From an optimization exercise on the open Yosys and OpenROAD flow, aimed at small area and a short achievable clock period; shortcuts taken in it are not production practice. RTL that was checked went through simulation tests only; none was proved equivalent to the original. No functional check of the RTL was part of runs 2 to 6. Power is estimated from default activity; no workload was simulated.

## flow/run.sh

```bash
#!/bin/bash
# synth_recipe.tcl (not shown) runs the flow's synth.tcl, then flattens the netlist and writes it again
# the make line also repeats each setting of config.mk as NAME=value (left out here)
make -C /OpenROAD-flow-scripts/flow DESIGN_CONFIG=/design/flow/config.mk WORK_HOME=/design/flow/orfs CLKGATE_MAP_FILE= SYNTH_SCRIPT=/design/flow/synth_recipe.tcl finish
```

## flow/config.mk

```make
export PLATFORM = sky130hd
export DESIGN_NAME = ALU
export DESIGN_NICKNAME = ALU
export VERILOG_FILES = /design/flow/design.v
export SDC_FILE = /design/flow/constraint.sdc
export NUM_CORES = 4
export LEC_CHECK = 0
export CAP_MARGIN = 20
export CORE_MARGIN = 2
export CORE_UTILIZATION = 40
export SLEW_MARGIN = 20
```

## flow/constraint.sdc

```tcl
create_clock -name core_clock -period 11.5 [get_ports {Clk}]
set_input_delay 2.3000 -clock core_clock [delete_from_list [all_inputs] [get_ports {Clk}]]
set_output_delay 2.3000 -clock core_clock [all_outputs]
set_load 0.01 [all_outputs]
```

## flow/design.v

```verilog
module plusless
  (input [3:0] A, B,
    input Cin,
    output [3:0] Sum,
    output Cout);
    wire [3:0] p,g,c;
    wire a,b,d,e,f,h,i,j,k,l,m,o,q,r,s,t;
    xor R1(p[0],A[0],B[0]);
    xor R2(p[1],A[1],B[1]);
    xor R3(p[2],A[2],B[2]);
    xor R4(p[3],A[3],B[3]);  
    and Q1(g[0],A[0],B[0]);
    and Q2(g[1],A[1],B[1]);
    and Q3(g[2],A[2],B[2]);
    and Q4(g[3],A[3],B[3]);  
    assign c[0]=Cin;
    and T1(a,p[0],c[0]);
    or  T2(c[1],g[0],a);  
    and T3(b,p[1],a);
    and T4(d,p[1],g[0]);
    or  T5(e,b,d);
    or  T6(c[2],g[1],e);  
    and T7(f,p[2],b);
    and T8(h,p[2],d);
    and T9(i,p[2],g[1]);
    or  Y1(j,f,h);
    or  Y2(k,j,i);
    or  Y3(c[3],g[2],k);
    and Y4(l,p[3],f);
    and Y5(m,p[3],h);
    and Y6(o,p[3],i);
    and Y7(q,p[3],g[2]);
    or  Y8(r,l,m);
    or  Y9(s,r,o);
    or  U1(t,s,q);
    or  U2(Cout,g[3],t);
    xor U3(Sum[0],p[0],c[0]);
    xor U4(Sum[1],p[1],c[1]);
    xor U5(Sum[2],p[2],c[2]);
    xor U6(Sum[3],p[3],c[3]);
endmodule  
module Twos
  (input [31:0] A,
    output [31:0] B);
    assign B = ~A+1;
endmodule  
module suma
  (input [31:0] A,B,
    input cin,
    output [31:0] Sum,
    output  cout);
    wire [31:0] Sal;
    carry_look_ahead_32bit cla3(.a(A),.b(B), .cin(cin), .sum(Sal),.cout(cout));
    assign Sum=Sal;
endmodule  
module DespD
	(input [31:0] A,B,
	input AluFlagIn,
	output reg [31:0] Y,
	output Flags);
reg Ne;	  
reg C;
reg Ca;   
	always @(A or B or AluFlagIn) begin
		Y <= (A >> B)|((AluFlagIn *(2**B -1)) << (32-B));
		end
assign Flags=(B < 32) ? A[31-B] : 1'b0;
endmodule
module DespI
	(input [31:0] A,B,
	input AluFlagIn,
	output reg [31:0] Y,
	output  Flags);
reg Ne;	  
reg C;
reg Ca;   
	always @(A or B or AluFlagIn) begin
		Y <= (A << B)|(AluFlagIn *(2**B -1));
		end
assign Flags=(B < 32) ? A[31-B] : 1'b0;
endmodule
module carry_look_ahead_32bit(a,b, cin, sum,cout);
input [31:0] a,b;
input cin;
output [31:0] sum;
output cout;
wire c1,c2,c3,c4,c5,c6,c7;
plusless cla1 (.A(a[3:0]), .B(b[3:0]), .Cin(cin), .Sum(sum[3:0]), .Cout(c1));
plusless cla2 (.A(a[7:4]), .B(b[7:4]), .Cin(c1), .Sum(sum[7:4]), .Cout(c2));
plusless cla3 (.A(a[11:8]), .B(b[11:8]), .Cin(c2), .Sum(sum[11:8]), .Cout(c3));
plusless cla4 (.A(a[15:12]), .B(b[15:12]), .Cin(c3), .Sum(sum[15:12]), .Cout(c4));
plusless cla5 (.A(a[19:16]), .B(b[19:16]), .Cin(c4), .Sum(sum[19:16]), .Cout(c5));
plusless cla6 (.A(a[23:20]), .B(b[23:20]), .Cin(c5), .Sum(sum[23:20]), .Cout(c6));
plusless cla7 (.A(a[27:24]), .B(b[27:24]), .Cin(c6), .Sum(sum[27:24]), .Cout(c7));
plusless cla8 (.A(a[31:28]), .B(b[31:28]), .Cin(c7), .Sum(sum[31:28]), .Cout(cout));
endmodule
module ALU
  (input [31:0] ALUA,
    input [31:0] ALUB,
    input [3:0] ALUControl,  
    input ALUFlagIn,
    input Clk,
    output [31:0] ALUResult,
    output [3:0]ALUFlags);   
  wire [31:0] Add, Btwos, Menos1, Mas1, Sub, And, Or, Xor, NotA, NotB, DespD, DespI;
  wire c1, c2, c3, c4, c5, c6;
  reg [31:0]ALU1;
  reg [3:0]ALU2;
    Twos A(.A(ALUB),.B(Btwos));
    suma D(.A(ALUA),.B(ALUB), .cin(ALUFlagIn), .Sum(Add),.cout(c1));
    suma DU(.A(ALUA),.B(Btwos), .cin(ALUFlagIn), .Sum(Sub),.cout(c2));
    suma DUT(.A(ALUA),.B(32'd1), .cin(ALUFlagIn), .Sum(Mas1),.cout(c3));
    suma DUT1(.A(ALUA),.B(32'd4294967295), .cin(ALUFlagIn), .Sum(Menos1),.cout(c4));
    DespD DUT2(.A(ALUA),.B(ALUB), .AluFlagIn(ALUFlagIn), .Y(DespD), .Flags(c5));
    DespI DUT3(.A(ALUA),.B(ALUB), .AluFlagIn(ALUFlagIn), .Y(DespI), .Flags(c6));      
    assign And=ALUA&ALUB;
    assign Or =ALUA|ALUB;
    assign Xor=ALUA ^ ALUB;
    assign NotA=~ALUA;
    assign NotB=~ALUB;
  always @(posedge Clk) begin
    ALU1 = func(ALUControl,ALUFlagIn, Add,Sub,Mas1,Menos1,And,Or,Xor,NotA,NotB);
    ALU2 = flag(ALUA,ALUB,ALU1,ALUControl,c1,c2,c3,c4,c5,c6);
  end
  assign ALUResult = ALU1;
  assign ALUFlags = ALU2;
  function [31:0] func(input [3:0] ALUControl,input ALUFlagIn,input [31:0] Add, input [31:0]Sub, input [31:0] Mas1,input[31:0] Menos1,input [31:0] And, input [31:0] Or, input [31:0] Xor, input [31:0] NotA, input [31:0] notB );
    case (ALUControl)
      4'h0: func=Add;
      4'h1: func=Sub;
      4'h2: func=Mas1;
      4'h3: func=Menos1;
      4'h4: func=And;
      4'h5: func=Or;
      4'h6: begin
            case (ALUFlagIn)
              1'b0: func=NotA;
              default: func=NotB;
            endcase
            end
      4'h7: func=Xor;
      4'h8: func=DespD;
      4'h9: func=DespI;
      default: func=32'd0;
    endcase
  endfunction
function [3:0] flag(input [31:0]ALUA,ALUB, input [31:0] ALUResult, input [3:0] ALUControl, input c1,c2,c3,c4,c5,c6);
  case (ALUControl)
  4'h0: begin
        flag[3]=0;
        flag[2]=c1;
        flag[0]=0;
        if (ALUResult=='b0)
          flag[1]=1;
        else
          flag[1]=0;
        end
  4'h1: begin
        flag[3]=c2;
        flag[2]=0;
        if (ALUB>ALUA)
          flag[0]=1;
        else
          flag[0]=0;
        if (ALUResult=='b0)
          flag[1]=1;
        else
          flag[1]=0;
        end
  4'h2: begin
        flag[3]=0;
        flag[2]=c3;
        flag[0]=0;
        if (ALUResult=='b0)
          flag[1]=1;
        else
          flag[1]=0;
        end
  4'h3: begin
        flag[3]=c4;
        flag[2]=0;
        if (ALUA==0)
          flag[0]=1;
        else
          flag[0]=0;
        if (ALUResult=='b0)
          flag[1]=1;
        else
          flag[1]=0;
        end
  4'h4: begin
        flag[3]=0;
        flag[2]=0;
        if (ALUResult=='b0)
          flag[1]=1;
        else
          flag[1]=0;
        flag[0]=0;
        end
  4'h5: begin
        flag[3]=0;
        flag[2]=0;
        if (ALUResult=='b0)
          flag[1]=1;
        else
          flag[1]=0;
        flag[0]=0;
        end
  4'h6: begin
        flag[3]=0;
        flag[2]=0;
        if (ALUResult=='b0)
          flag[1]=1;
        else
          flag[1]=0;
        flag[0]=0;
        end
  4'h7: begin
        flag[3]=0;
        flag[2]=0;
        if (ALUResult=='b0)
          flag[1]=1;
        else
          flag[1]=0;
        flag[0]=0;
        end
  4'h8: begin
        flag[3]=0;
        flag[2]=c5;
        if (ALUResult=='b0)
          flag[1]=1;
        else
          flag[1]=0;
        flag[0]=0;
        end
  4'h9: begin
        flag[3]=0;
        flag[2]=c6;
        if (ALUResult=='b0)
          flag[1]=1;
        else
          flag[1]=0;
        flag[0]=0;
        end
  default: flag=4'b0000;
  endcase
endfunction
endmodule
```

==> summary.txt, run 1 <==
status=no timing/DRC/antenna violations; Setup crit start kind=input port; TritonCTS Buffers=5; post-DR vias/cell=7.26; Hold Path Origin=ALUB[1]; Leak=7.58 nW; Required @ worst endpoint=11.70 ns; Tmin final=11.00 ns; Post-Syn Nets=2536; DRC violations left=0; Design Area, Final=18900 um^2; antenna violations before repair=9; Post-Synthesis Cells=2261; Worst Hold Slack=2.84 ns; core box area=40600 um^2; setup TNS=0 ns; detailed placer's ending HPWL=74900 um; first-pass GRT wire length=142000 um; Final Util=46.4%; row count=74; PwrDens=63.0 nW/um^2; Tot Pwr=1.19 mW; slew at the pin closest to its max-slew limit=1.20 ns; YS warnings=3; IR drop worst, VDD=0.0465 mV; sequential share of the synthesized area=4.39%; DP Area=18600 um^2; crit path max-delay cell type=clkdlybuf4s50_1; ANT nets after route=0; grt met2 use=70.6%; layout net count=2607; Max-Slew Margin vs Limit=19.0%; full die area=42700 um^2; Routability Congestion=1.05; worst-path maximum fanout=3; I/O Pins=106; peak per-stage delay on the critical path=0.48 ns; clock buffer depth=2; Final Slew Violations=0; Post-synth top flop=dfxtp_1; clock share of power=12.4%; period utilization=95.6%; clock sinks=36; placed insts=2851; EDFF count, synth=0; # fillers=4184; Int Pwr=0.551 mW; Clock transition at path regs=0.06 ns; Finished Layout Cells=2871; Critical Path Source=ALUA[0]; Sequential Area=721 um^2; IO Port Bufs=105; final worst setup slack=0.503 ns; fraction of layout cells with a size suffix above 1=15.2%; pin count of the biggest net entering global routing=72; Overflow after GRT=0; Critical path destination=ALU2[1]; Via Count=20.8k; Max Cap Viol=0; Hold Crit Class=input port to flop; CTS tree=yes; hold_buf cts=0; multi-input logic area=14600 um^2; post-synth cell types=97; Synth Area per Inst=7.26 um^2; #FFs+latches synth=36; TritonRoute pass-1 iters=5; Final Hold Violating Endpoints=0; GRT Util Overall=46.2%; vias in the first global route=19.5k; Setup WS pre-CTS=-0.276 ns; CTS root buf=clkbuf_16; asr flop ratio synth=0%; NetSw=0.638 mW; H-tree Lvls=2; Initial Util=40.4%; Reg power frac=12.3%; P&R area growth vs syn=14.9%; final wirelength=99700 um; crit path capture type=flop; Sw Ratio=53.6%; met1 Use GR=57.0%; Worst Path Arrival=11.20 ns; mapped cell area=16400 um^2; width of the die=207 um; met3 Track Usage GR=11.7%; fmax=0.0909 GHz; final setup vio count=0; Top Usage Layer GRT=met2; CP Class=input port to flop; WHS Path Cells=8; Comb power frac=75.4%; routed len/inst=34.7 um; Die Span Y=207 um; Initial DRC Count=2919
-- cell type report --
| class | instances | share of cell area (%) |
|---|---|---|
| antenna | 6 | 0.0796 |
| clock buffer | 5 | 0.664 |
| clock inverter | 3 | 0.0995 |
| inverter | 109 | 2.18 |
| multi-input combinational | 1909 | 77.5 |
| sequential | 36 | 3.82 |
| tap | 532 | 3.53 |
| timing repair buffer | 271 | 12.1 |
-- critical path: cells and delay by family --
kind,cells,cell delay (ns)
AO/OA/AOI/OAI,25,3.94
XOR/XNOR,1,0.16
buffers and inverters,3,0.74
adder cells (fa/ha/maj),9,2.05
AND/OR/NAND/NOR,12,1.97
-- power by group through the flow --
stage                     clock, mW  sequential [mW]  combinational (mW)
after global placement            0            0.149               0.839
after global routing          0.151            0.147               0.933
final                         0.147            0.146               0.896
after detailed placement          0            0.149               0.840
after CTS                     0.148            0.146               0.844
after floorplan                   0            0.155               0.473
-- Yosys cell counts (all sizes together) (47+ instances only) --
cell type | count | area, um^2
nand4 | 47 | 294
nand2 | 186 | 698
mux2i | 86 | 861
mux4 | 58 | 1310
clkbuf | 146 | 548
nor3 | 87 | 450
xnor2 | 56 | 490
nor4 | 54 | 378
nor2 | 175 | 664
ha | 190 | 2380
o21ai | 136 | 681
nand3 | 72 | 365
buf | 61 | 304
inv | 103 | 387
a21oi | 134 | 671
-- state kept, by name (all words and copies together) (netlist names) --
signal  flops
ALU2        4
ALU1       32
-- routing by layer --
layer / up-vias / share of wire (%)
li1: 8739 / -
met1: 10089 / 37
met2: 1599 / 43
met3: 415 / 11
met4: 4 / 8.2
met5: - / 0.025
-- what timing repair did --
action / CTS / global route
pin swaps: 0 / 12
buffers inserted: 0 / 3
gates resized for setup: 1 / 29
endpoints found under the setup margin: 1 / 5
-- logic make-up after synthesis --
family / after synthesis / share of synthesized area (%)
DFF: 36 / 4.39
adders and majority gates: 205 / 16.3
and+or+nand+nor: 778 / 24.1
buffers and inverters: 316 / 7.68
muxes: 179 / 15.6
AOI/OAI and AO/OA: 674 / 28.0
xor gates and xnor gates: 73 / 3.90
-- worst min path at each step --
stage / slack [ns] / to
global route: 2.89 / ALU1[1]
floorplan: 2.52 / ALU2[2]
CTS: 2.82 / ALU1[1]
detailed placement: 3.04 / ALUResult[20]
global placement: 3.04 / ALUResult[20]
finish: 2.84 / ALU1[1]
-- layout by cell type (no fill, tap or decap), types with 27 or more instances in the layout --
cell,count
dfxtp_1,36
a211oi_1,33
buf_4,166
xnor2_1,55
nand2_1,186
and3_1,27
o21ai_0,119
nand2b_1,31
nor4_1,47
o22ai_1,33
ha_1,189
clkdlybuf4s50_1,98
mux2i_1,86
nor3_1,80
mux2_2,35
nor2_1,170
nand3_1,71
o211ai_1,41
nand4_1,47
a21oi_1,129
a31oi_1,29
mux4_2,58
a22oi_1,33
inv_1,100
==> run 2, diff against run 1 <==
==> flow/design.v (replaced) <==
module ALU
  (input [31:0] ALUA,
    input [31:0] ALUB,
    input [3:0] ALUControl,
    input ALUFlagIn,
    input Clk,
    output reg [31:0] ALUResult,
    output reg [3:0] ALUFlags);
  wire [31:0] A = ALUA, B = ALUB;
  wire [3:0] op = ALUControl;
  wire f = ALUFlagIn;
  wire [31:0] T = ~B + 32'd1;
  reg [31:0] Y;
  always @* begin
    case (op[1:0])
      2'd0: Y = B;
      2'd1: Y = T;
      2'd2: Y = 32'd1;
      default: Y = 32'hFFFFFFFF;
    endcase
  end
  wire [32:0] S33 = {1'b0, A} + {1'b0, Y} + {32'd0, f};
  wire [31:0] sum = S33[31:0];
  wire cout = S33[32];
  function [31:0] rev(input [31:0] x);
    integer k;
    for (k = 0; k < 32; k = k + 1) rev[k] = x[31-k];
  endfunction
  wire big = |B[31:5];
  wire [4:0] n = B[4:0];
  wire [31:0] X = op[0] ? rev(A) : A;
  wire [63:0] xf = {{32{f}}, X} >> n;
  wire [31:0] shr = big ? ((op[0] | (B == 32'd32)) ? {32{f}} : 32'd0) : xf[31:0];
  wire [31:0] shres = op[0] ? rev(shr) : shr;
  wire S = ~big & A[~n];
  reg [31:0] R;
  always @* begin
    case (op)
      4'h0, 4'h1, 4'h2, 4'h3: R = sum;
      4'h4: R = A & B;
      4'h5: R = A | B;
      4'h6: R = f ? ~B : ~A;
      4'h7: R = A ^ B;
      4'h8, 4'h9: R = shres;
      default: R = 32'd0;
    endcase
  end
  wire Z = (R == 32'd0);
  wire bz = (B == 32'd0);
  reg [3:0] F;
  always @* begin
    F = 4'b0000;
    case (op)
      4'h0, 4'h2: F = {1'b0, cout, Z, 1'b0};
      4'h1: F = {cout, 1'b0, Z, ~bz & (~cout | (f & Z))};
      4'h3: F = {cout, 1'b0, Z, f ? Z : ~cout};
      4'h4, 4'h5, 4'h6, 4'h7: F = {2'b00, Z, 1'b0};
      4'h8, 4'h9: F = {1'b0, S, Z, 1'b0};
      default: F = 4'b0000;
    endcase
  end
  always @(posedge Clk) begin
    ALUResult <= R;
    ALUFlags <= F;
  end
endmodule
==> run 2 against run 1 <==
Sequential power hardly changed. Non-clock buffer count shrank 139. Clock power shrank about 10%. Cell area shrank 40%. Sequential share of layout area rose by 2.5 points. Sequential cell count stayed put. Setup slack improved by 2.5 ns. Largest power group unchanged.
==> summary.txt, run 2 <==
EDFF count, synth=0 (unchanged); Via Count=11.4k (was 20.8k); Synth Area per Inst=7.81 um^2 (was 7.26 um^2); Hold Crit Class=input port to flop (unchanged); clock buffer depth=2 (unchanged); final setup vio count=0 (unchanged); vias in the first global route=10.2k (was 19.5k); Initial DRC Count=1687 (was 2919); TritonRoute pass-1 iters=7 (was 5); Post-synth top flop=dfxtp_1 (unchanged); setup TNS=0 ns (unchanged); #FFs+latches synth=36 (unchanged); Required @ worst endpoint=11.69 ns (was 11.70 ns); Clock transition at path regs=0.05 ns (was 0.06 ns); Worst Path Arrival=8.70 ns (was 11.20 ns); most common cell after layout, fill and taps aside=nand2_1 (was ha_1); Max-Slew Margin vs Limit=26.7% (was 19.0%); pin count of the biggest net entering global routing=58 (was 72); Post-Synthesis Cells=1307 (was 2261); Setup crit start kind=input port (unchanged); I/O Pins=106 (unchanged); antenna violations before repair=1 (was 9); largest cells by area after synthesis=ha_1 13%, mux4_2 11%, mux2i_1 7.5% (was ha_1 14%, mux4_2 8.0%, mux2i_1 5.2%); CP Class=input port to flop (unchanged); Routability Congestion=1.02 (was 1.05); RSZ-0062 raised after global routing=false; row count=58 (was 74); top cell type's share of synthesized area=12.6% (was 14.5%); Post-Syn Nets=1482 (was 2536); ANT nets after route=0 (unchanged); sequential share of the synthesized area=7.06% (was 4.39%); routed len/inst=28.6 um (was 34.7 um); P&R area growth vs syn=11.6% (was 14.9%); core box area=25100 um^2 (was 40600 um^2); H-tree Lvls=2 (unchanged); Overflow after GRT=0 (unchanged); CTS root buf=clkbuf_16 (unchanged); final wirelength=47600 um (was 99700 um); mapped cell area=10200 um^2 (was 16400 um^2); full die area=26800 um^2 (was 42700 um^2); GRT Util Overall=34.9% (was 46.2%); crit path capture type=flop (unchanged); detailed placer's ending HPWL=36100 um (was 74900 um); Critical path destination=ALUFlags[1] (was ALU2[1]); # fillers=2606 (was 4184); Max Cap Viol=0 (unchanged); status=no timing/DRC/antenna violations (unchanged); fmax=0.117 GHz (was 0.0909 GHz); CP delay by family, top=simple AND/OR/NAND/NOR gates (was compound AO/OA/AOI/OAI gates); leading area contributor after synthesis=ha_1 (unchanged); YS warnings=1 (was 3); IO Port Bufs=105 (unchanged); critical path depth=23 (was 50); width of the die=164 um (was 207 um); fraction of layout cells with a size suffix above 1=11.3% (was 15.2%); Die Span Y=164 um (was 207 um); Setup Buffers After CTS=0 (unchanged); Final Hold Violating Endpoints=0 (unchanged); worst-path maximum fanout=18 (was 3); commonest cells after routing, fill and taps aside=116 x nand2_1, 103 x ha_1, 100 x o21ai_0, 100 x clkdlybuf4s50_1, 91 x nor2_1 (was 189 x ha_1, 186 x nand2_1, 170 x nor2_1); hold_buf cts=0 (unchanged); layout net count=1506 (was 2607); cell with the most instances after synthesis=nand2_1 (was ha_1); post-synth cell types=104 (was 97); post_cts resized=0 (was 1); clock sinks=36 (unchanged); IR drop worst, VDD=0.0860 mV (was 0.0465 mV); period utilization=74.0% (was 95.6%); Worst Hold Slack=2.76 ns (was 2.84 ns); slew at the pin closest to its max-slew limit=1.09 ns (was 1.20 ns); post-DR vias/cell=6.83 (was 7.26); Leak=4.57 nW (was 7.58 nW); peak per-stage delay on the critical path=0.69 ns (was 0.48 ns); top cells by count, synth=116 x nand2_1, 103 x ha_1, 100 x o21ai_0 (was 190 x ha_1, 186 x nand2_1, 172 x nor2_1); crit-path cells=clkdlybuf4s50_1 -> buf_4 -> or4b_2 -> nor2_1 -> nand4_1 -> or3_1 -> nor2_1 -> nand3_1 -> or4_1 -> o21a_1 -> nor2_1 -> nor2_1 -> ha_1 -> nand3_1 -> nor3_1 -> o2111a_1 -> o21ai_0 -> a31oi_1 -> mux2i_1 -> o221ai_1 -> nor4_1 -> nand4b_1 -> a21oi_1; Final Slew Violations=0 (unchanged); Critical Path Source=ALUB[3] (was ALUA[0]); max reg flops=32 (unchanged); CP most frequent cell=nor2_1; Initial Util=40.7% (was 40.4%); first-pass GRT wire length=69600 um (was 142000 um); DRC violations left=0 (unchanged); PwrDens=74.8 nW/um^2 (was 63.0 nW/um^2); Tmin final=8.51 ns (was 11.00 ns); crit path max-delay cell type=clkdlybuf4s50_1 (unchanged); asr flop ratio synth=0% (unchanged); TritonCTS Buffers=5 (unchanged); worst path bufs/invs=2 (was 3); CTS tree=yes (unchanged)
run 2: area by class of cell:
cell class              instances  area (um^2)  area share [%]
flip-flops and latches         36          721            6.32
repair buffers                132         1230            10.8
multi-input cells            1081         8600            75.4
inverters                      75          282            2.47
clock buffers                   6          139            1.22
clock inverters                 2         10.0          0.0878
diodes                          1         2.50          0.0220
well taps                     330          413            3.62
run 2: how the worst min path moves through the flow:
| stage | endpoint | slack, ns | start | depth (start not counted) |
|---|---|---|---|---|
| after floorplan | ALUFlags[0] | 2.60 | ALUFlags[0] | 0 |
| after global placement | ALUResult[2] | 3.01 | ALUFlagIn | 6 |
| after detailed placement | ALUResult[2] | 3.00 | ALUFlagIn | 6 |
| after CTS | ALUResult[2] | 2.72 | ALUFlagIn | 6 |
| after global routing | ALUResult[2] | 2.82 | ALUFlagIn | 6 |
| final | ALUResult[2] | 2.76 | ALUFlagIn | 6 |
run 2: cell families after synthesis:
family                     count (synthesis)  synth area share (%)
muxes                                    157                  22.2
and+or+nand+nor                          358                  17.3
AOI/OAI and AO/OA                        425                  28.4
adders and majority gates                105                  13.0
DFF                                       36                  7.06
xor gates and xnor gates                  36                  3.09
buffers and inverters                    190                  8.94
run 2: per-stage QoR:
stage	setup WS, ns	cells	cell area, um^2	total power, mW	util, %
6_report	2.99	1663	11400	0.853	45.4
2_1_floorplan	3.29	1307	10200	0.498	-
3_3_place_gp	3.02	1654	11200	0.705	44.8
5_1_grt	2.64	1662	11400	0.897	45.4
3_5_place_dp	2.94	1654	11200	0.704	44.8
4_1_cts	3.20	1662	11400	0.836	45.4
run 2: per-layer routing:
layer / global-route usage [%] / share of wire, % / routed length, um / vias to the layer above
li1: - / - / - / 5033
met1: 50.5 / 43 / 20300 / 5413
met2: 50.0 / 41 / 19700 / 802
met3: 9.02 / 12 / 5880 / 105
met4: 11.6 / 3.7 / 1750 / 0
met5: 0 / 0 / 0 / -
run 2: report_power, final:
part           switching, mW  internal [mW]  leakage [nW]  total [mW]
registers            0.00521          0.144         0.299       0.149
clock network         0.0464         0.0851        0.0766       0.132
logic                  0.344          0.229          4.20       0.572
==> run 3, diff against run 2 <==
==> flow/design.v (replaced) <==
module ALU
  (input [31:0] ALUA,
    input [31:0] ALUB,
    input [3:0] ALUControl,
    input ALUFlagIn,
    input Clk,
    output reg [31:0] ALUResult,
    output reg [3:0] ALUFlags);
  wire [31:0] A = ALUA, B = ALUB;
  wire [3:0] op = ALUControl;
  wire f = ALUFlagIn;
  wire arith = (op[3:2] == 2'b00);
  wire o_sub = (op == 4'h1);
  wire o_inc = (op == 4'h2);
  wire o_dec = (op == 4'h3);
  wire o_and = (op == 4'h4);
  wire o_or  = (op == 4'h5);
  wire o_not = (op == 4'h6);
  wire o_xor = (op == 4'h7);
  wire o_shr = (op == 4'h8);
  wire o_shl = (op == 4'h9);
  wire [31:0] Y;
  assign Y[0] = o_dec | o_inc | (B[0] ^ o_sub);
  assign Y[31:1] = {31{o_dec}} | ({31{~o_inc & ~o_dec}} & (B[31:1] ^ {31{o_sub}}));
  wire [31:0] S, C;
  assign S[0] = A[0] ^ Y[0] ^ o_sub;
  assign C[0] = (A[0] & Y[0]) | (o_sub & (A[0] ^ Y[0]));
  assign S[31:1] = A[31:1] ^ Y[31:1];
  assign C[31:1] = A[31:1] & Y[31:1];
  wire [31:0] p, g;
  assign p = S ^ {C[30:0], 1'b0};
  assign g = {S[31:1] & C[30:0], S[0] & f};
  wire [31:0] gl [0:5];
  wire [31:0] pl [0:5];
  assign gl[0] = g;
  assign pl[0] = p;
  genvar l, i;
  generate
    for (l = 0; l < 5; l = l + 1) begin : lev
      for (i = 0; i < 32; i = i + 1) begin : bt
        if ((i >> l) & 1) begin : comb
          localparam integer j = ((i >> l) << l) - 1;
          assign gl[l+1][i] = gl[l][i] | (pl[l][i] & gl[l][j]);
          assign pl[l+1][i] = pl[l][i] & pl[l][j];
        end else begin : pass
          assign gl[l+1][i] = gl[l][i];
          assign pl[l+1][i] = pl[l][i];
        end
      end
    end
  endgenerate
  wire [32:0] c = {gl[5], f};
  wire [31:0] sum = p ^ c[31:0];
  wire v32 = c[32] ^ C[31];        
  function [31:0] rev(input [31:0] x);
    integer k;
    for (k = 0; k < 32; k = k + 1) rev[k] = x[31-k];
  endfunction
  wire big = |B[31:5];
  wire [4:0] n = B[4:0];
  wire [31:0] X = op[0] ? rev(A) : A;
  wire [31:0] s0 = n[0] ? {f, X[31:1]} : X;
  wire [31:0] s1 = n[1] ? {{2{f}}, s0[31:2]} : s0;
  wire [31:0] s2 = n[2] ? {{4{f}}, s1[31:4]} : s1;
  wire [31:0] s3 = n[3] ? {{8{f}}, s2[31:8]} : s2;
  wire [31:0] s4 = n[4] ? {{16{f}}, s3[31:16]} : s3;
  wire fb = f & (op[0] | ((n == 5'd0) & (B[31:6] == 26'd0)));
  wire [31:0] sh = big ? {32{fb}} : s4;
  wire sflag = ~big & A[~n];
  wire [31:0] R = ({32{arith}} & sum)
                | ({32{o_and}} & (A & B))
                | ({32{o_or}}  & (A | B))
                | ({32{o_not}} & (f ? ~B : ~A))
                | ({32{o_xor}} & (A ^ B))
                | ({32{o_shr}} & sh)
                | ({32{o_shl}} & rev(sh));
  wire Z = ~|R;
  wire bz = ~|B;
  wire az = ~|A;
  wire [3:0] F;
  assign F[3] = (o_sub & (v32 ^ bz)) | (o_dec & v32);
  assign F[2] = ((op == 4'h0) | o_inc) & v32 | ((o_shr | o_shl) & sflag);
  assign F[1] = Z & ~(op[3] & (op[2] | op[1]));
  assign F[0] = (o_sub & ~bz & (~v32 | (f & Z))) | (o_dec & az);
  always @(posedge Clk) begin
    ALUResult <= R;
    ALUFlags <= F;
  end
endmodule
==> run 3 against run 2 <==
First-iteration DRC count is 28% lower. Utilization is 0.94 points higher. Total power is 3.1% higher. Global-route usage is 2.9 points lower. Hold slack better by 0.040 ns. Non-clock buffer count is 6 higher. Synthesized cell count is 3.9% lower. Critical endpoint unchanged. Via count is 6.9% lower. Largest cell class unchanged. Critical path depth stayed put.
==> summary.txt, run 3 <==
top cell type's share of synthesized area=16.0% (was 12.6%); Overflow after GRT=0 (unchanged); mapped cell area=9850 um^2 (was 10200 um^2); Post-Synthesis Cells=1256 (was 1307); Die Span Y=161 um (was 164 um); largest cells by area after synthesis=ha_1 16%, mux2i_1 10%, mux4_2 8.5% (was ha_1 13%, mux4_2 11%, mux2i_1 7.5%); post-DR vias/cell=6.50 (was 6.83); Setup crit start kind=input port (unchanged); H-tree Lvls=2 (unchanged); multi-input logic area=8340 um^2 (was 8600 um^2); Synth Area in Compound Gates=23.5% (was 28.4%); Max Cap Viol=0 (unchanged); post_cts resized=0 (unchanged); Hold Crit Class=input port to flop (unchanged); post-synthesis mux area share=21.9% (was 22.2%); fraction of layout cells with a size suffix above 1=9.85% (was 11.3%); worst-path maximum fanout=23 (was 18); IO Port Bufs=105 (unchanged); final setup vio count=0 (unchanged); vias in the first global route=9682 (was 10.2k); #FFs+latches synth=36 (unchanged); Synth Area in Simple Gates=17.8% (was 17.3%); Worst Path Arrival=8.88 ns (was 8.70 ns); antenna violations before repair=2 (was 1); status=no timing/DRC/antenna violations (unchanged); layout net count=1500 (was 1506); # fillers=2488 (was 2606); detailed placer's ending HPWL=33400 um (was 36100 um); final wirelength=42500 um (was 47600 um); hold_buf cts=0 (unchanged); Post-synth top flop=dfxtp_1 (unchanged); I/O Pins=106 (unchanged); PwrDens=78.3 nW/um^2 (was 74.8 nW/um^2); Synth Area per Inst=7.84 um^2 (was 7.81 um^2); Routability Congestion=0.957 (was 1.02); DRC violations left=0 (unchanged); width of the die=161 um (was 164 um); Post-Syn Nets=1458 (was 1482); Sequential Area=721 um^2 (unchanged); GRT Util Overall=32.0% (was 34.9%); leading area contributor after synthesis=ha_1 (unchanged); cell with the most instances after synthesis=nand2_1 (unchanged); P&R area growth vs syn=14.1% (was 11.6%); final worst setup slack=2.81 ns (was 2.99 ns); RSZ-0062 raised after global routing=false (unchanged); sequential share of the synthesized area=7.32% (was 7.06%); Tmin final=8.69 ns (was 8.51 ns); Initial DRC Count=1208 (was 1687); clock sinks=36 (unchanged); TritonRoute pass-1 iters=6 (was 7); CP Class=input port to flop (unchanged); Clock transition at path regs=0.05 ns (about the same); pin count of the biggest net entering global routing=59 (was 58); first-pass GRT wire length=62700 um (was 69600 um); top cells by count, synth=129 x nand2_1, 126 x ha_1, 98 x mux2i_1 (was 116 x nand2_1, 103 x ha_1, 100 x o21ai_0); full die area=25900 um^2 (was 26800 um^2); Setup WS pre-CTS=2.61 ns (was 2.94 ns); Max-Slew Margin vs Limit=35.4% (was 26.7%); YS warnings=1 (unchanged); EDFF count, synth=0 (unchanged); ANT nets after route=0 (unchanged); Final Slew Violations=0 (unchanged); core box area=24200 um^2 (was 25100 um^2); Via Count=10.6k (was 11.4k); most common cell after layout, fill and taps aside=nand2_1 (unchanged); period utilization=75.6% (was 74.0%); Initial Util=40.6% (was 40.7%); post-synthesis adder-cell area fraction=17.2% (was 13.0%); commonest cells after routing, fill and taps aside=129 x nand2_1, 126 x ha_1, 100 x clkdlybuf4s50_1 (was 116 x nand2_1, 103 x ha_1, 100 x o21ai_0, 100 x clkdlybuf4s50_1, 91 x nor2_1); IR drop worst, VDD=0.112 mV (was 0.0860 mV); slew at the pin closest to its max-slew limit=0.944 ns (was 1.09 ns); crit path capture type=flop (unchanged); TritonCTS Buffers=5 (unchanged); max reg flops=32 (unchanged); CTS tree=yes (unchanged); Required @ worst endpoint=11.68 ns (was 11.69 ns); CTS root buf=clkbuf_16 (unchanged); clock buffer depth=2 (unchanged); main combinational cell family by area after synthesis=compound AO/OA/AOI/OAI gates (unchanged); fmax=0.115 GHz (was 0.117 GHz); post-synth cell types=80 (was 104); row count=57 (was 58); routed len/inst=26.2 um (was 28.6 um); XOR/XNOR share of the synthesized area=4.09% (was 3.09%); setup TNS=0 ns (unchanged); Final Hold Violating Endpoints=0 (unchanged); Leak=4.94 nW (was 4.57 nW); asr flop ratio synth=0% (unchanged); Setup Buffers After CTS=0 (unchanged)
[run 3: changes by cell type after synthesis, sizes merged, moves of 8 or more]
cell / previous run / this run
o21ai: 102 / 51
a21oi: 85 / 50
ha: 103 / 126
mux2i: 76 / 98
nor2: 91 / 71
clkbuf: 79 / 64
inv: 73 / 88
mux4: 52 / 37
nand2: 117 / 129
xnor2: 28 / 40
o2111ai: 11 / 1
o21a: 15 / 7
[run 3: metal layers]
| metal | up-vias | share of wire (%) | global-route usage [%] |
|---|---|---|---|
| li1 | 4789 | - | - |
| met1 | 4999 | 43 | 44.5 |
| met2 | 655 | 42 | 47.5 |
| met3 | 119 | 11 | 8.32 |
| met4 | 2 | 4.9 | 12.1 |
| met5 | - | 0.040 | 0.947 |
[run 3: cell type report]
type | count | share of cell area (%)
flip-flops and latches | 36 | 6.42
repair buffers | 138 | 11.4
multi-input cells | 1026 | 74.3
clock buffers | 5 | 1.11
diodes | 1 | 0.0223
well taps | 324 | 3.61
inverters | 91 | 3.04
clock inverters | 3 | 0.167
[run 3: worst paths after layout]
| kind | depth (start not counted) | slack (ns) | from | to |
|---|---|---|---|---|
| max | 23 | 2.81 | ALUControl[3] | ALUFlags[1] |
| min | 4 | 2.80 | ALUControl[1] | ALUFlags[3] |
[run 3: cells by family after synthesis]
| family | Yosys count |
|---|---|
| compound gates | 322 |
| xor+xnor | 46 |
| fa+ha+maj | 132 |
| buf+inv | 194 |
| flops | 36 |
| mux | 164 |
| simple gates | 362 |
[run 3: through the flow]
| step | util (%) | cells | cell area (um^2) | hold slack (ns) | power [mW] |
|---|---|---|---|---|---|
| CTS | 46.3 | 1623 | 11200 | 2.78 | 0.867 |
| global placement | 45.7 | 1615 | 11100 | 3.04 | 0.736 |
| finish | 46.3 | 1624 | 11200 | 2.80 | 0.879 |
| global route | 46.3 | 1623 | 11200 | 2.90 | 0.931 |
| floorplan | - | 1256 | 9850 | 2.50 | 0.518 |
| detailed placement | 45.7 | 1615 | 11100 | 3.04 | 0.737 |
[run 3: worst max-delay path, stage by stage]
cell and delay [ns]:
clkdlybuf4s50_1 0.57, or2_2 0.59, or3_1 0.43, fa_1 0.44
inv_1 0.06, ha_1 0.13, inv_1 0.06, fa_1 0.43
nand2b_1 0.20, a211oi_1 0.28, nor2_1 0.14, a31oi_1 0.28
a21oi_1 0.14, fa_1 0.45, xnor2_1 0.14, a222oi_1 0.24
nand2_1 0.16, a221o_1 0.32, or4_1 0.50, or4_1 0.43
nor3_2 0.22, nand3_1 0.11, nor4b_2 0.24
[run 3: report_power, final]
group | total (mW) | switching (mW) | internal [mW]
clock network | 0.127 | 0.0475 | 0.0796
registers | 0.151 | 0.00536 | 0.145
logic | 0.602 | 0.353 | 0.249
==> run 4, diff against run 3 <==
--- a/flow/config.mk
+++ b/flow/config.mk
@@ -10,2 +10,3 @@
 export CORE_UTILIZATION = 40
+export SETUP_SLACK_MARGIN = 5
 export SLEW_MARGIN = 20
==> run 4 against run 3 <==
Highest routed layer unchanged. Routed wire length increased by 1.9%. Setup slack better by 1.3 ns. Synthesized cell count unchanged. Hold slack worse by 0.29 ns. Still clean.
==> summary.txt, run 4 <==
width of the die=161 um (unchanged); # fillers=2424 (was 2488); Leak=5.12 nW (was 4.94 nW); GRT Util Overall=32.8% (was 32.0%); post-synth cell types=80 (unchanged); max reg flops=32 (unchanged); Synth Area per Inst=7.84 um^2 (unchanged); full die area=25900 um^2 (unchanged); asr flop ratio synth=0% (unchanged); Clock transition at path regs=0.05 ns (about the same); post-synthesis mux area share=21.9% (unchanged); RSZ-0062 raised after global routing=true (was false); IO Port Bufs=105 (unchanged); pin count of the biggest net entering global routing=57 (was 59); PwrDens=79.8 nW/um^2 (was 78.3 nW/um^2); post-synthesis adder-cell area fraction=17.2% (unchanged); ANT nets after route=0 (unchanged); TritonRoute pass-1 iters=6 (unchanged); Tmin final=7.42 ns (was 8.69 ns); slew at the pin closest to its max-slew limit=0.918 ns (was 0.944 ns); hold_buf cts=0 (unchanged); Setup crit start kind=input port (unchanged); Final Util=48.0% (was 46.3%); IR drop worst, VDD=0.0761 mV (was 0.112 mV); DRC violations left=0 (unchanged); XOR/XNOR share of the synthesized area=4.09% (unchanged); status=no timing/DRC/antenna violations (unchanged); Initial Util=40.6% (unchanged); Required @ worst endpoint=11.69 ns (was 11.68 ns); Synth Area in Compound Gates=23.5% (unchanged); Die Span Y=161 um (unchanged); top cell type's share of synthesized area=16.0% (unchanged); vias in the first global route=9979 (was 9682); Max-Slew Margin vs Limit=37.2% (was 35.4%); EDFF count, synth=0 (unchanged); P&R area growth vs syn=18.1% (was 14.1%); CTS root buf=clkbuf_16 (unchanged); clock sinks=36 (unchanged); detailed placer's ending HPWL=33300 um (was 33400 um); worst-path maximum fanout=4 (was 23); most common cell after layout, fill and taps aside=nand2_1 (unchanged); YS warnings=1 (unchanged); commonest cells after routing, fill and taps aside=128 x nand2_1, 125 x ha_1, 98 x mux2i_1 (was 129 x nand2_1, 126 x ha_1, 100 x clkdlybuf4s50_1); core box area=24200 um^2 (unchanged); final setup vio count=0 (unchanged); Hold Crit Class=input port to flop (unchanged); first-pass GRT wire length=64500 um (was 62700 um); Overflow after GRT=0 (unchanged); layout net count=1518 (was 1500); mapped cell area=9850 um^2 (unchanged); final wirelength=43300 um (was 42500 um); routed len/inst=26.4 um (was 26.2 um); antenna violations before repair=3 (was 2); #FFs+latches synth=36 (unchanged); CP Class=input port to flop (unchanged); clock buffer depth=2 (unchanged); row count=57 (unchanged); CTS tree=yes (unchanged); I/O Pins=106 (unchanged); fmax=0.135 GHz (was 0.115 GHz); Final Slew Violations=0 (unchanged); Post-Synthesis Cells=1256 (unchanged); hold endpoint=ALUResult[6] (was ALUFlags[3]); Max Cap Viol=0 (unchanged); Post-synth top flop=dfxtp_1 (unchanged); Initial DRC Count=1238 (was 1208); leading area contributor after synthesis=ha_1 (unchanged); H-tree Lvls=2 (unchanged); Synth Area in Simple Gates=17.8% (unchanged); WHS Path Cells=4 (unchanged); fraction of layout cells with a size suffix above 1=12.7% (was 9.85%); main combinational cell family by area after synthesis=compound AO/OA/AOI/OAI gates (unchanged); Via Count=10.8k (was 10.6k); post-DR vias/cell=6.55 (was 6.50); sequential share of the synthesized area=7.32% (unchanged); largest cells by area after synthesis=ha_1 16%, mux2i_1 10%, mux4_2 8.5% (unchanged); Worst Path Arrival=7.61 ns (was 8.88 ns); Post-Syn Nets=1458 (unchanged); top cells by count, synth=129 x nand2_1, 126 x ha_1, 98 x mux2i_1 (unchanged); period utilization=64.5% (was 75.6%); Routability Congestion=1.01 (was 0.957); TritonCTS Buffers=5 (unchanged); Final Hold Violating Endpoints=0 (unchanged); cell with the most instances after synthesis=nand2_1 (unchanged); Hold Path Origin=ALUControl[3] (was ALUControl[1]); crit path capture type=flop (unchanged); setup TNS=0 ns (unchanged)
run 4: cell count changes in the layout (fill, tap and decap cells not counted), moves of 2 or more:
cell / previous run / this run
a211oi_1: 9 / 7
buf_12: 0 / 7
buf_2: 4 / 2
buf_4: 34 / 42
buf_6: 0 / 4
clkdlybuf4s50_1: 100 / 97
fa_1: 6 / 4
fa_2: 0 / 2
inv_1: 88 / 86
o21ai_0: 45 / 42
o21ai_2: 1 / 3
run 4: kinds of logic after synthesis:
logic type                 count (synthesis)
buffers and inverters                    194
xor gates and xnor gates                  46
adders and majority gates                132
muxes                                    164
and+or+nand+nor                          362
DFF                                       36
AOI/OAI and AO/OA                        322
run 4: where the power goes:
part           switching (mW)  leakage, nW  internal, mW
Sequential            0.00596        0.299         0.145
Clock                  0.0463       0.0809         0.102
Combinational           0.363         4.74         0.266
Total                   0.415         5.12         0.513
run 4: worst max-delay path: stages:
cell and delay (ns):
buf_12 0.08, buf_12 0.11, clkinvlp_4 0.15, or3_4 0.43
fa_1 0.46, inv_1 0.07, ha_2 0.16, inv_2 0.04
fa_2 0.38, nand2b_4 0.17, a211oi_4 0.26, nor2_2 0.07
a31oi_2 0.18, a21oi_2 0.09, fa_2 0.35, xnor2_1 0.12
a222oi_1 0.24, nand2_1 0.17, a221o_1 0.31, or4_1 0.51
or4_4 0.44, nor3_4 0.15, nand3_1 0.11, nor4b_2 0.23
run 4: metal layers:
layer | share of wire (%) | vias to the layer above | GRT usage [%]
met2 | 41 | 702 | 48.5
met4 | 4.9 | 2 | 13.1
met1 | 42 | 5109 | 44.8
met5 | 0.030 | - | 0
met3 | 12 | 106 | 9.32
li1 | - | 4835 | -
run 4: area by class of cell:
cell class / count / area [um^2] / area share (%)
Timing Repair Buffer: 155 / 1540 / 13.2
Clock inverter: 2 / 35.0 / 0.301
Multi-Input combinational cell: 1027 / 8450 / 72.7
Antenna cell: 2 / 5.00 / 0.0430
Inverter: 91 / 345 / 2.97
Clock buffer: 6 / 129 / 1.11
Tap cell: 324 / 405 / 3.48
Sequential cell: 36 / 721 / 6.20
run 4: worst max-delay path by stage:
stage                              from     endpoint  depth (start not counted)
after CTS                 ALUControl[0]  ALUFlags[1]                         24
final                     ALUControl[0]  ALUFlags[1]                         24
after global placement    ALUControl[2]  ALUFlags[1]                         23
after global routing      ALUControl[0]  ALUFlags[1]                         24
after floorplan           ALUControl[3]  ALUFlags[1]                         28
after detailed placement  ALUControl[2]  ALUFlags[1]                         23
run 4: repair_timing:
| action | CTS | global route |
|---|---|---|
| pin swaps | 7 | 5 |
| setup buffers | 10 | 8 |
| resized for setup | 48 | 13 |
| setup endpoints to repair | 23 | 5 |
| cloned | 2 | 0 |
run 4: metrics by stage:
stage | instance area [um^2] | setup WS (ns) | power, mW | instances | hold slack, ns
floorplan | 9960 | 3.81 | 0.523 | 1256 | 2.49
global placement | 11100 | 2.93 | 0.737 | 1613 | 3.04
detailed placement | 11100 | 2.84 | 0.737 | 1613 | 3.04
CTS | 11500 | 4.18 | 0.902 | 1633 | 2.48
global route | 11600 | 3.87 | 0.980 | 1641 | 2.51
finish | 11600 | 4.08 | 0.928 | 1643 | 2.51
==> run 5, diff against run 4 <==
==> flow/flow/run.sh (new file) <==
#!/bin/bash
# The standard layout, with Yosys's full/half adder extraction turned off
# (ADDER_MAP_FILE empty) so that ABC maps the whole datapath itself.
set -euo pipefail
bash standard.sh ADDER_MAP_FILE= finish > flow_make.log 2>&1
==> flow/standard.sh (new file) <==
#!/bin/bash
# synth_recipe.tcl (not shown) runs the flow's synth.tcl, then flattens the netlist and writes it again
# the make line also repeats each setting of config.mk as NAME=value (left out here)
make -C /OpenROAD-flow-scripts/flow DESIGN_CONFIG=/design/flow/config.mk WORK_HOME=/design/flow/orfs CLKGATE_MAP_FILE= SYNTH_SCRIPT=/design/flow/synth_recipe.tcl "${@:-finish}"
--- a/flow/config.mk
+++ b/flow/config.mk
@@ -7,2 +7,3 @@
 export LEC_CHECK = 0
+export ABC_AREA = 1
 export CAP_MARGIN = 20
removed: flow/run.sh
==> run 5 against run 4 <==
Cell area fell by 15%. Clock power fell by 6%. Global-route usage rose by 1.9 points. Hold slack improved by 0.21 ns. Sequential power fell by 3%. Critical path depth rose by 3. Total power fell by 18%. Routed wire length fell by 8.7%. Maximum frequency rose by 20%. Non-clock buffer count fell by 30. Via count rose by 11%. Critical endpoint is now ALUFlags[0].
==> summary.txt, run 5 <==
Via Count=12.0k (was 10.8k); max reg flops=32 (unchanged); Setup crit start kind=input port (unchanged); fmax=0.161 GHz (was 0.135 GHz); YS warnings=1 (unchanged); EDFF count, synth=0 (unchanged); CTS root buf=clkbuf_16 (unchanged); IR drop worst, VDD=0.0481 mV (was 0.0761 mV); Sequential Area=721 um^2 (unchanged); multi-input logic area=6860 um^2 (was 8450 um^2); slew at the pin closest to its max-slew limit=0.833 ns (was 0.918 ns); cell with the most instances after synthesis=nand2_1 (unchanged); Comb power frac=62.4% (was 67.7%); Int Pwr=0.385 mW (was 0.513 mW); hold_buf cts=0 (unchanged); Design Area, Final=9840 um^2 (was 11600 um^2); crit path capture type=flop (unchanged); WHS Path Cells=2 (was 4); CP Class=input port to flop (unchanged); IO Port Bufs=105 (unchanged); core box area=21000 um^2 (was 24200 um^2); Setup Buffers After CTS=0 (was 10); CTS tree=yes (unchanged); Finished Layout Cells=2032 (was 1643); routed len/inst=19.5 um (was 26.4 um); TritonRoute pass-1 iters=6 (unchanged); clock buffer depth=2 (unchanged); ANT nets after route=0 (unchanged); post-DR vias/cell=5.88 (was 6.55); ANT cells=0 (was 2); first-pass GRT wire length=60100 um (was 64500 um); period utilization=54.0% (was 64.5%); #FFs+latches synth=36 (unchanged); Hold Crit Class=input port to flop (unchanged); full die area=22500 um^2 (was 25900 um^2); PwrDens=76.9 nW/um^2 (was 79.8 nW/um^2); I/O Pins=106 (unchanged); top cell type's share of synthesized area=25.2% (was 16.0%); # fillers=2421 (was 2424); Post-synth top flop=dfxtp_1 (unchanged); Required @ worst endpoint=11.74 ns (was 11.69 ns); clock share of power=18.3% (was 16.0%); sequential share of the synthesized area=8.47% (was 7.32%); fraction of layout cells with a size suffix above 1=6.72% (was 12.7%); Final Slew Violations=0 (unchanged); Final Util=46.9% (was 48.0%); Post-Synthesis Cells=1714 (was 1256); Sw Ratio=49.2% (was 44.7%); detailed placer's ending HPWL=30200 um (was 33300 um); placed insts=2024 (was 1613); post-synth cell types=50 (was 80); antenna violations before repair=0 (was 3); H-tree Lvls=2 (unchanged); top cells by count, synth=572 x nand2_1, 251 x nand3_1, 159 x nor2_1 (was 129 x nand2_1, 126 x ha_1, 98 x mux2i_1); TritonCTS Buffers=5 (unchanged); leading area contributor after synthesis=nand2_1 (was ha_1); vias in the first global route=10.6k (was 9979); largest cells by area after synthesis=nand2_1 25%, nand3_1 15%, dfxtp_1 8.5% (was ha_1 16%, mux2i_1 10%, mux4_2 8.5%); status=no timing/DRC/antenna violations (unchanged); width of the die=150 um (was 161 um); RSZ-0062 raised after global routing=false (was true); DRC violations left=0 (unchanged); Clock transition at path regs=0.06 ns (was 0.05 ns); Die Span Y=150 um (was 161 um); final wirelength=39500 um (was 43300 um); asr flop ratio synth=0% (unchanged); Tot Pwr=0.757 mW (was 0.928 mW); Final Hold Violating Endpoints=0 (unchanged); mapped cell area=8510 um^2 (was 9850 um^2); Routability Congestion=1.04 (was 1.01); GRT Util Overall=34.7% (was 32.8%); Initial Util=40.6% (about the same); final setup vio count=0 (unchanged); pin count of the biggest net entering global routing=75 (was 57); Synth Area per Inst=4.97 um^2 (was 7.84 um^2); Max Cap Viol=0 (unchanged); setup TNS=0 ns (unchanged); Leak=4.77 nW (was 5.12 nW); most common cell after layout, fill and taps aside=nand2_1 (unchanged); P&R area growth vs syn=15.6% (was 18.1%); layout net count=1827 (was 1518); worst-path maximum fanout=32 (was 4); Tmin final=6.21 ns (was 7.42 ns); DP Area=9610 um^2 (was 11100 um^2); clock sinks=36 (unchanged); row count=53 (was 57); Reg power frac=19.3% (was 16.3%); Worst Path Arrival=6.45 ns (was 7.61 ns); commonest cells after routing, fill and taps aside=572 x nand2_1, 251 x nand3_1, 157 x nor2_1 (was 128 x nand2_1, 125 x ha_1, 98 x mux2i_1); Overflow after GRT=0 (unchanged); Initial DRC Count=1276 (was 1238); Post-Syn Nets=1784 (was 1458); NetSw=0.372 mW (was 0.415 mW); Max-Slew Margin vs Limit=44.4% (was 37.2%)
## run 5: what timing repair did
action | CTS | global route
gates resized for setup | 8 | 19
setup endpoints to repair | 2 | 2
gates cloned | 0 | 1
pin swaps | 0 | 2
hold endpoints to repair | 0 | 0
## run 5: final cells by class
cell class	count	share of cell area, %
clock buffer	6	1.31
clock inverter	1	0.0509
inverter	145	5.76
multi-input combinational	1444	69.7
sequential	36	7.33
tap	275	3.50
timing repair buffer	125	12.4
## run 5: worst max-delay path, cell delays in order
cell and delay, ns:
clkdlybuf4s50_1 0.49, nor2_4 0.16, buf_12 0.24, nand2_8 0.19
nor2_1 0.21, inv_1 0.15, o21ai_0 0.32, nor2_2 0.07
o21ai_2 0.16, nand2_1 0.09, nand2_2 0.13, nand2_2 0.09
nand2_4 0.12, nand2_2 0.09, nand2_4 0.18, nand2_1 0.12
nand2_1 0.08, nor2_1 0.04, nand2_1 0.08, nand2_1 0.06
nor2_1 0.13, nand2_1 0.11, nor2_4 0.20, nand4_1 0.27
nand2_1 0.18, nand2_1 0.06, nand2_1 0.06
## run 5: worst paths after layout
| kind | end | from | slack (ns) |
|---|---|---|---|
| max | ALUFlags[0] | ALUControl[3] | 5.29 |
| min | ALUFlags[1] | ALUControl[3] | 2.72 |
## run 5: per-stage QoR
step | setup slack (ns) | hold WS [ns]
after floorplan | 6.84 | 2.39
after global placement | 4.26 | 2.99
after detailed placement | 4.25 | 3.02
after CTS | 5.00 | 2.72
after global routing | 5.04 | 2.73
final | 5.29 | 2.72
## run 5: kinds of logic (layout without fill, tap and decap cells)
kind of cell / Yosys count / after routing / share of synthesized area (%)
buffers and inverters: 235 / 277 / 11.5
muxes: 4 / 4 / 0.470
AOI/OAI and AO/OA: 342 / 342 / 23.0
and+or+nand+nor: 1089 / 1090 / 55.6
DFF: 36 / 36 / 8.47
xor gates and xnor gates: 8 / 8 / 1.00
## run 5: power by group through the flow
stage,Combinational (mW),Clock [mW],Sequential (mW)
after floorplan,0.292,0,0.158
after global placement,0.453,0,0.149
after detailed placement,0.457,0,0.149
after CTS,0.460,0.139,0.147
after global routing,0.521,0.145,0.148
final,0.472,0.139,0.146
## run 5: per-layer routing
metal | up-vias | track usage (%) | wire length (um)
li1 | 5840 | - | -
met1 | 5347 | 46.2 | 16500
met2 | 637 | 52.9 | 17100
met3 | 130 | 6.92 | 3720
met4 | 0 | 17.5 | 2180
met5 | - | 0 | 0
==> run 6, diff against run 5 <==
--- a/flow/config.mk
+++ b/flow/config.mk
@@ -11,3 +11,2 @@
 export CORE_UTILIZATION = 40
-export SETUP_SLACK_MARGIN = 5
 export SLEW_MARGIN = 20
==> run 6 against run 5 <==
Combinational power shrank 1%. Critical path depth decreased by 2. First-iteration DRC count is 3.3% lower. Sequential share of layout area grew 0.069 points. Hold slack improved by 0.0078 ns. Die area stayed put. Synthesized cell count did not move. Global-route usage increased by 0.051 points. Cell area decreased by 0.93%. Synthesized area did not move. Maximum frequency shrank 12%. Total power decreased by 0.89%. Critical endpoint unchanged. Largest cell class unchanged. Highest routed layer unchanged.
==> summary.txt, run 6 <==
Post-Syn Nets=1784 (unchanged); period utilization=61.3% (was 54.0%); crit path capture type=flop (unchanged); worst-path maximum fanout=26 (was 32); # fillers=2432 (was 2421); H-tree Lvls=2 (unchanged); hold_buf cts=0 (unchanged); CP Class=input port to flop (unchanged); Final Slew Violations=0 (unchanged); PwrDens=76.9 nW/um^2 (about the same); #FFs+latches synth=36 (unchanged); Worst Path Arrival=7.29 ns (was 6.45 ns); CTS root buf=clkbuf_16 (unchanged); setup TNS=0 ns (unchanged); DP Area=9610 um^2 (unchanged); Overflow after GRT=0 (unchanged); most common cell after layout, fill and taps aside=nand2_1 (unchanged); Clock transition at path regs=0.06 ns (about the same); sequential share of the synthesized area=8.47% (unchanged); Tmin final=7.05 ns (was 6.21 ns); full die area=22500 um^2 (unchanged); hold endpoint=ALUFlags[1] (unchanged); row count=53 (unchanged); Final Hold Violating Endpoints=0 (unchanged); detailed placer's ending HPWL=30200 um (unchanged); Hold Path Origin=ALUControl[3] (unchanged); asr flop ratio synth=0% (unchanged); Max-Slew Margin vs Limit=43.0% (was 44.4%); CTS tree=yes (unchanged); pin count of the biggest net entering global routing=75 (unchanged); routed len/inst=19.3 um (was 19.5 um); post-DR vias/cell=5.89 (was 5.88); post-synth cell types=50 (unchanged); slew at the pin closest to its max-slew limit=0.853 ns (was 0.833 ns); Setup crit start kind=input port (unchanged); Leak=4.74 nW (was 4.77 nW); Finished Layout Cells=2031 (was 2032); Initial Util=40.6% (unchanged); TritonCTS Buffers=5 (unchanged); Required @ worst endpoint=11.74 ns (about the same); Post-synth top flop=dfxtp_1 (unchanged); Hold Crit Class=input port to flop (unchanged); P&R area growth vs syn=14.5% (was 15.6%); Max Cap Viol=0 (unchanged); width of the die=150 um (unchanged); core box area=21000 um^2 (unchanged); Final Util=46.5% (was 46.9%); final worst setup slack=4.45 ns (was 5.29 ns); Setup WS pre-CTS=4.25 ns (unchanged); commonest cells after routing, fill and taps aside=572 x nand2_1, 251 x nand3_1, 158 x nor2_1 (was 572 x nand2_1, 251 x nand3_1, 157 x nor2_1); Die Span Y=150 um (unchanged); fraction of layout cells with a size suffix above 1=6.49% (was 6.72%); clock sinks=36 (unchanged); max reg flops=32 (unchanged); cell with the most instances after synthesis=nand2_1 (unchanged); Via Count=12.0k (about the same); Setup Buffers After CTS=0 (unchanged); Design Area, Final=9750 um^2 (was 9840 um^2); vias in the first global route=10.6k (about the same); ANT cells=0 (unchanged); Initial DRC Count=1234 (was 1276); Routability Congestion=1.04 (unchanged); mapped cell area=8510 um^2 (unchanged); layout net count=1826 (was 1827); Post-Synthesis Cells=1714 (unchanged); I/O Pins=106 (unchanged); EDFF count, synth=0 (unchanged); DRC violations left=0 (unchanged); status=no timing/DRC/antenna violations (unchanged); RSZ-0062 raised after global routing=false (unchanged); IO Port Bufs=105 (unchanged); peak per-stage delay on the critical path=0.94 ns (was 0.49 ns); ANT nets after route=0 (unchanged); Synth Area per Inst=4.97 um^2 (unchanged); largest cells by area after synthesis=nand2_1 25%, nand3_1 15%, dfxtp_1 8.5% (unchanged); top cell type's share of synthesized area=25.2% (unchanged); WHS Path Cells=2 (unchanged); post_cts resized=0 (was 8); GRT Util Overall=34.7% (about the same); crit path max-delay cell type=clkdlybuf4s50_1 (unchanged); final wirelength=39100 um (was 39500 um); clock buffer depth=2 (unchanged); top cells by count, synth=572 x nand2_1, 251 x nand3_1, 159 x nor2_1 (unchanged); first-pass GRT wire length=60200 um (was 60100 um); antenna violations before repair=0 (unchanged); YS warnings=1 (unchanged); TritonRoute pass-1 iters=6 (unchanged); leading area contributor after synthesis=nand2_1 (unchanged); fmax=0.142 GHz (was 0.161 GHz); final setup vio count=0 (unchanged); IR drop worst, VDD=0.0476 mV (was 0.0481 mV); CP most frequent cell=nand2_1 (unchanged); placed insts=2024 (unchanged)
-- run 6: cell count changes in the layout (fill, tap and decap cells not counted), sizes merged --
cell,previous run,this run
inv,140,141
dlymetal6s2s,1,0
clkbuf,7,6
clkdlybuf4s50,100,102
nand2,596,595
clkinv,6,5
-- run 6: power by group --
| part | switching (mW) | total [mW] | leakage, nW | internal (mW) |
|---|---|---|---|---|
| registers | 0.00422 | 0.146 | 0.300 | 0.142 |
| logic | 0.304 | 0.466 | 4.38 | 0.162 |
| clock network | 0.0586 | 0.138 | 0.0667 | 0.0790 |
-- run 6: cell families (layout without fill, tap and decap cells) --
family / Yosys count / in the layout / synth area share (%)
AND/OR/NAND/NOR: 1089 / 1089 / 55.6
AO/OA/AOI/OAI: 342 / 342 / 23.0
buffers and inverters: 235 / 277 / 11.5
flip-flops: 36 / 36 / 8.47
XOR/XNOR: 8 / 8 / 1.00
multiplexers: 4 / 4 / 0.470
-- run 6: metal layers --
layer	wire length, um	GRT usage [%]
met5	0	0
met4	2120	17.0
met3	3720	6.37
met2	17000	53.4
met1	16300	46.5
-- run 6: worst max path at each step --
stage,start,end,slack [ns],cells after the start
floorplan,ALUB[4],ALUFlags[0],6.84,26
global placement,ALUControl[3],ALUFlags[0],4.26,27
detailed placement,ALUControl[3],ALUFlags[0],4.25,29
CTS,ALUControl[3],ALUFlags[0],4.54,29
global route,ALUB[4],ALUFlags[0],4.07,25
finish,ALUB[4],ALUFlags[0],4.45,25
-- run 6: critical path, delay by kind of cell --
kind | cells | cell delay, ns
buf+inv | 2 | 1.80
compound gates | 2 | 0.53
simple gates | 21 | 2.66
-- run 6: per-stage QoR --
| stage | hold slack, ns | power, mW |
|---|---|---|
| 6_report | 2.72 | 0.750 |
| 5_1_grt | 2.73 | 0.808 |
| 4_1_cts | 2.72 | 0.745 |
| 3_5_place_dp | 3.02 | 0.606 |
| 3_3_place_gp | 2.99 | 0.602 |
| 2_1_floorplan | 2.39 | 0.450 |
-- run 6: cell type report --
| cell class | instances | area (um^2) | share of cell area, % |
|---|---|---|---|
| Inverter | 145 | 547 | 5.61 |
| Clock inverter | 1 | 5.00 | 0.0513 |
| Sequential cell | 36 | 721 | 7.39 |
| Tap cell | 275 | 344 | 3.53 |
| Multi-Input combinational cell | 1443 | 6820 | 69.9 |
| Timing Repair Buffer | 125 | 1190 | 12.2 |
| Clock buffer | 6 | 129 | 1.32 |

[re-timing with driven ports]
No port has a modelled driver above. Below, the same layouts with a new extraction and two added sets of constraints.
Step 1, drivers: a clkbuf_16 drives Clk and a buf_2 each remaining input, both assumed.
Step 2 moves the port delays by t, midway between the first and last clock arrival at a register: inputs arrive t later, outputs are due t later. That takes back most of the time a late clock gives input paths.
Three values: ideal ports, drivers, drivers and shift; two values: the first two.
| run | t (ns) | setup slack, ns | worst setup path at the end | latest minus earliest clock arrival (ns) | worst data-port slew with drivers (ns) |
|---|---|---|---|---|---|
| run 1 | 0.349 | 0.503 / 0.527 / 0.178 | input to register | 0.025 / 0.025 | 0.06 |
| run 2 | 0.309 | 2.988 / 2.995 / 2.686 | input to register | 0.005 / 0.005 | 0.04 |
| run 3 | 0.302 | 2.808 / 2.801 / 2.499 | input to register | 0.003 / 0.004 | 0.07 |
| run 4 | 0.301 | 4.078 / 4.044 / 3.743 | input to register | 0.003 / 0.004 | 0.06 |
| run 5 | 0.340 | 5.295 / 5.314 / 4.974 | input to register | 0.007 / 0.007 | 0.04 |
| run 6 | 0.341 | 4.453 / 4.476 / 4.136 | input to register | 0.007 / 0.007 | 0.04 |
After both steps every run listed still meets setup and hold. For run 4, which loses most, drivers alone change the setup slack by -0.034 ns; drivers and shift together by -0.335 ns.
